Source: an optimization exercise on an open RTL-to-GDS flow (aim: a short achievable clock period and few clock cycles). Production flows keep margins and buffers that such runs may drop. Function was checked by simulation only, so behaviour that the tests miss may differ from the original. Power and IR drop assume default switching activity.

== v13 ==
Design risc_cpu, start of the top module:
module risc_cpu (
	input 				clk    ,
	input 				rst    ,
	output wire 		rd     ,
	output wire 		wr     ,
	output wire 		halt   ,
	output wire [12:0] 	addr   ,
	input  wire [7:0] 	data_in ,
	output wire [7:0] 	data_out
);
Settings: LEC_CHECK=0, ABC_CLOCK_PERIOD_IN_PS=1500, CAP_MARGIN=20, CORE_MARGIN=2, CORE_UTILIZATION=35, CTS_CLUSTER_DIAMETER=60, CTS_CLUSTER_SIZE=16, SETUP_SLACK_MARGIN=2.8, SLEW_MARGIN=20, TNS_END_PERCENT=100; clock period 5.0 ns.
run.sh (not shown) runs the stock make flow with config.mk's settings and CLKGATE_MAP_FILE= SYNTH_SCRIPT=/design/flow/synth_recipe.tcl, a recipe that flattens the netlist after the stock synthesis.
Both conditions hold for v13: the flow ran to the end and the final layout passed the timing, DRC and antenna checks.
Testbench counts of v13, summed over its fixed seeds: cycles 15,475.
What v52 does differently from v13 at the input level:
- a change of CORE_UTILIZATION from 35 to 30
- a deleted CTS_CLUSTER_SIZE that had been 16
- a deleted CTS_CLUSTER_DIAMETER that had been 60
Relative to v13, v52 degrades number of vias in the routed layout.
Delta (v52 minus v13): cell area now larger, worst setup slack now larger.
v52 vs v13 — area of the core climbed by more than 10%
Worst hold-check slack: v13 vs v52 — no meaningful difference
Looking at number of gates resized after CTS across v13 and v52, the one that comes out higher is v13.
Inputs modified between v52 and v7:
- an added PLACE_DENSITY of 0.65
[summary]
- Looking only at max-slew headroom at the worst pin, and setting everything else aside, the higher value of v7 and v52 goes to v52.
- Diff v52 -> v7 | final core utilization | decrease of 0.20 points
- Diff v52 -> v7: multi-input combinational cell count has remained practically unchanged; routed length on met1 has decreased; internal power has decreased; final cell count has remained practically unchanged.
- On combinational share of power, v7 and v52 are basically level.
- Switching part of the total (higher): v7
- Global routing met1 resource utilization delta (v52 -> v7): insignificant
- Cell area went down slightly going from v52 to v7.
- v7 against v52; final-layout clock buffer total is down by a few percent.
What v2 does differently from v7 at the input level:
- PLACE_DENSITY no longer set, was 0.65
- CORE_UTILIZATION now 45, was 30
Results
On routed length on met1: v2 sits above v7.
Per the comparison of v2 with v7, area added between synthesis and finish decreased 2.0 points; share of the final layout cell area in multi-input gates rose 0.51 points; die outline width dropped 18%; routed via count fell about 0.75%; minimum period implied by the final worst setup slack saw an increase.
The following lists how v26 was set up differently from v2:
- CORE_UTILIZATION changed from 45 to 30
- ABC_CLOCK_PERIOD_IN_PS changed from 1500 to 1300
- SETUP_SLACK_MARGIN changed from 2.8 to 2.9
[summary]
- v26 ended with every stage complete and zero timing, DRC or antenna violations.
- Compare v26 and v2 | routed wire length higher: v2
- Going from v2 to v26, wire length of the first global-routing pass lost 4300 µm, final cycle utilization of the critical path lost 0.87 points, area of all sequential standard cells neither gained nor lost much, worst hold slack lost 0.014 ns, average size of a mapped cell neither gained nor lost much.
- Reported for v26 and v2, complex-gate fraction of the synthesized area turned out identical to the last digit.
- For the share of power burned in the clock network, v26 came in 0.2 points lower than v2 did.
- The higher combinational fraction of design power of v26 and v2 is in v26.
- Power: v26 draws more than v2
The following lists how v10 was set up differently from v26:
- a change of ABC_CLOCK_PERIOD_IN_PS from 1300 to 1500
- a change of CORE_UTILIZATION from 30 to 35
- a change of SETUP_SLACK_MARGIN from 2.9 to 2.8
v26 → v10: synthesized cell count has remained practically unchanged; post-route fraction of the period consumed by the critical path lost 1.4 points; routability congestion estimate lower; arrival time of data at the critical path endpoint decreased 0.02 ns. pc[7] as the start point of the critical path was reported by v26, and pc[6] by v10. Re fraction of final layout cells sized beyond drive strength 1: v10 is 6.2 points down on v26. When the final numbers for v10 and v26 were put side by side, the overall power after layout turned out to be greater in v26. The hold slack number comes out lower for v26 vs v10.

* * *

risc_cpu again, from the RTL that the note above started with.
export LEC_CHECK = 0
export ABC_CLOCK_PERIOD_IN_PS = 1500
export CAP_MARGIN = 20
export CORE_MARGIN = 2
export CORE_UTILIZATION = 35
export SETUP_SLACK_MARGIN = 2.6
export SLEW_MARGIN = 20
export TNS_END_PERCENT = 100
create_clock -name core_clock -period 5.0 [get_ports {clk}]
Testbench counts at the start, summed over its fixed seeds: cycles 15,475.
Edit:
--- a/flow/config.mk
+++ b/flow/config.mk
@@ -6,9 +6,9 @@
 export NUM_CORES = 4
 export LEC_CHECK = 0
-export ABC_CLOCK_PERIOD_IN_PS = 1500
+export ABC_CLOCK_PERIOD_IN_PS = 1200
 export CAP_MARGIN = 20
 export CORE_MARGIN = 2
 export CORE_UTILIZATION = 35
-export SETUP_SLACK_MARGIN = 2.6
+export SETUP_SLACK_MARGIN = 3.3
 export SLEW_MARGIN = 20
 export TNS_END_PERCENT = 100
The new run produced a clean layout.
Routed wire length grows by roughly a tenth.
Count of clock-buffer cells in the layout shrinks by 6.
Combinational power grows by well over a third.
Die area does not change.
Register-to-register slack gets better by 20 ps.
Setup slack gets better by 20 ps.
Final area grows by roughly a tenth.
Non-clock buffer count grows by 277.
Edit:
--- a/flow/config.mk
+++ b/flow/config.mk
@@ -6,9 +6,9 @@
 export NUM_CORES = 4
 export LEC_CHECK = 0
-export ABC_CLOCK_PERIOD_IN_PS = 1200
+export ABC_CLOCK_PERIOD_IN_PS = 1500
 export CAP_MARGIN = 20
 export CORE_MARGIN = 2
-export CORE_UTILIZATION = 35
-export SETUP_SLACK_MARGIN = 3.3
+export CORE_UTILIZATION = 25
+export SETUP_SLACK_MARGIN = 3.0
 export SLEW_MARGIN = 20
 export TNS_END_PERCENT = 100
=> The changed run passed the timing, DRC and antenna checks. Power goes down slightly. Worst setup slack gets better by 68 ps. Clock-buffer cell count goes down by 4. Cell count goes up by roughly a tenth. Die area goes up by well over a third. Global-route usage goes down by 7.2 points. Combinational power goes down by a little under a tenth. Sequential share of layout area goes up by 0.44 points.

static timing again, ports no longer ideal:
Ports are ideal in the flow. The routed layouts listed here were re-timed in OpenROAD. Step 1 sets driving cells, clkbuf_16 on the clock port and buf_2 on the other inputs (assumed; they add their load-dependent delay and slew). Step 2 moves the port delays by t, midway between the first and last clock arrival at a register: inputs arrive t later, outputs are due t later. That takes back most of the time a late clock gives input paths. Three values: no drivers, after step 1, after step 2; two values: the first two.
run	t, ns	slack for setup (ns)	worst register clock-pin slew, ns
v13	0.714	2.655 / 2.655 / 2.071	0.08 / 0.08
v52	0.763	2.710 / 2.677 / 2.026	0.07 / 0.07
v7	0.733	2.654 / 2.654 / 2.019	0.07 / 0.07
v2	0.722	2.584 / 2.584 / 2.073	0.07 / 0.07
v26	0.733	2.627 / 2.627 / 2.011	0.07 / 0.07
v10	0.742	2.697 / 2.668 / 2.107	0.06 / 0.06
the first run of note 2	0.736	2.551 / 2.551 / 1.949	0.07 / 0.07
the second run of note 2	0.762	2.572 / 2.572 / 1.943	0.08 / 0.08
the third run of note 2	0.746	2.640 / 2.640 / 2.034	0.07 / 0.07
After both steps setup and hold are still met in every run listed. For v52, which loses most, drivers alone change the setup slack by -0.033 ns; drivers and shift together by -0.684 ns.
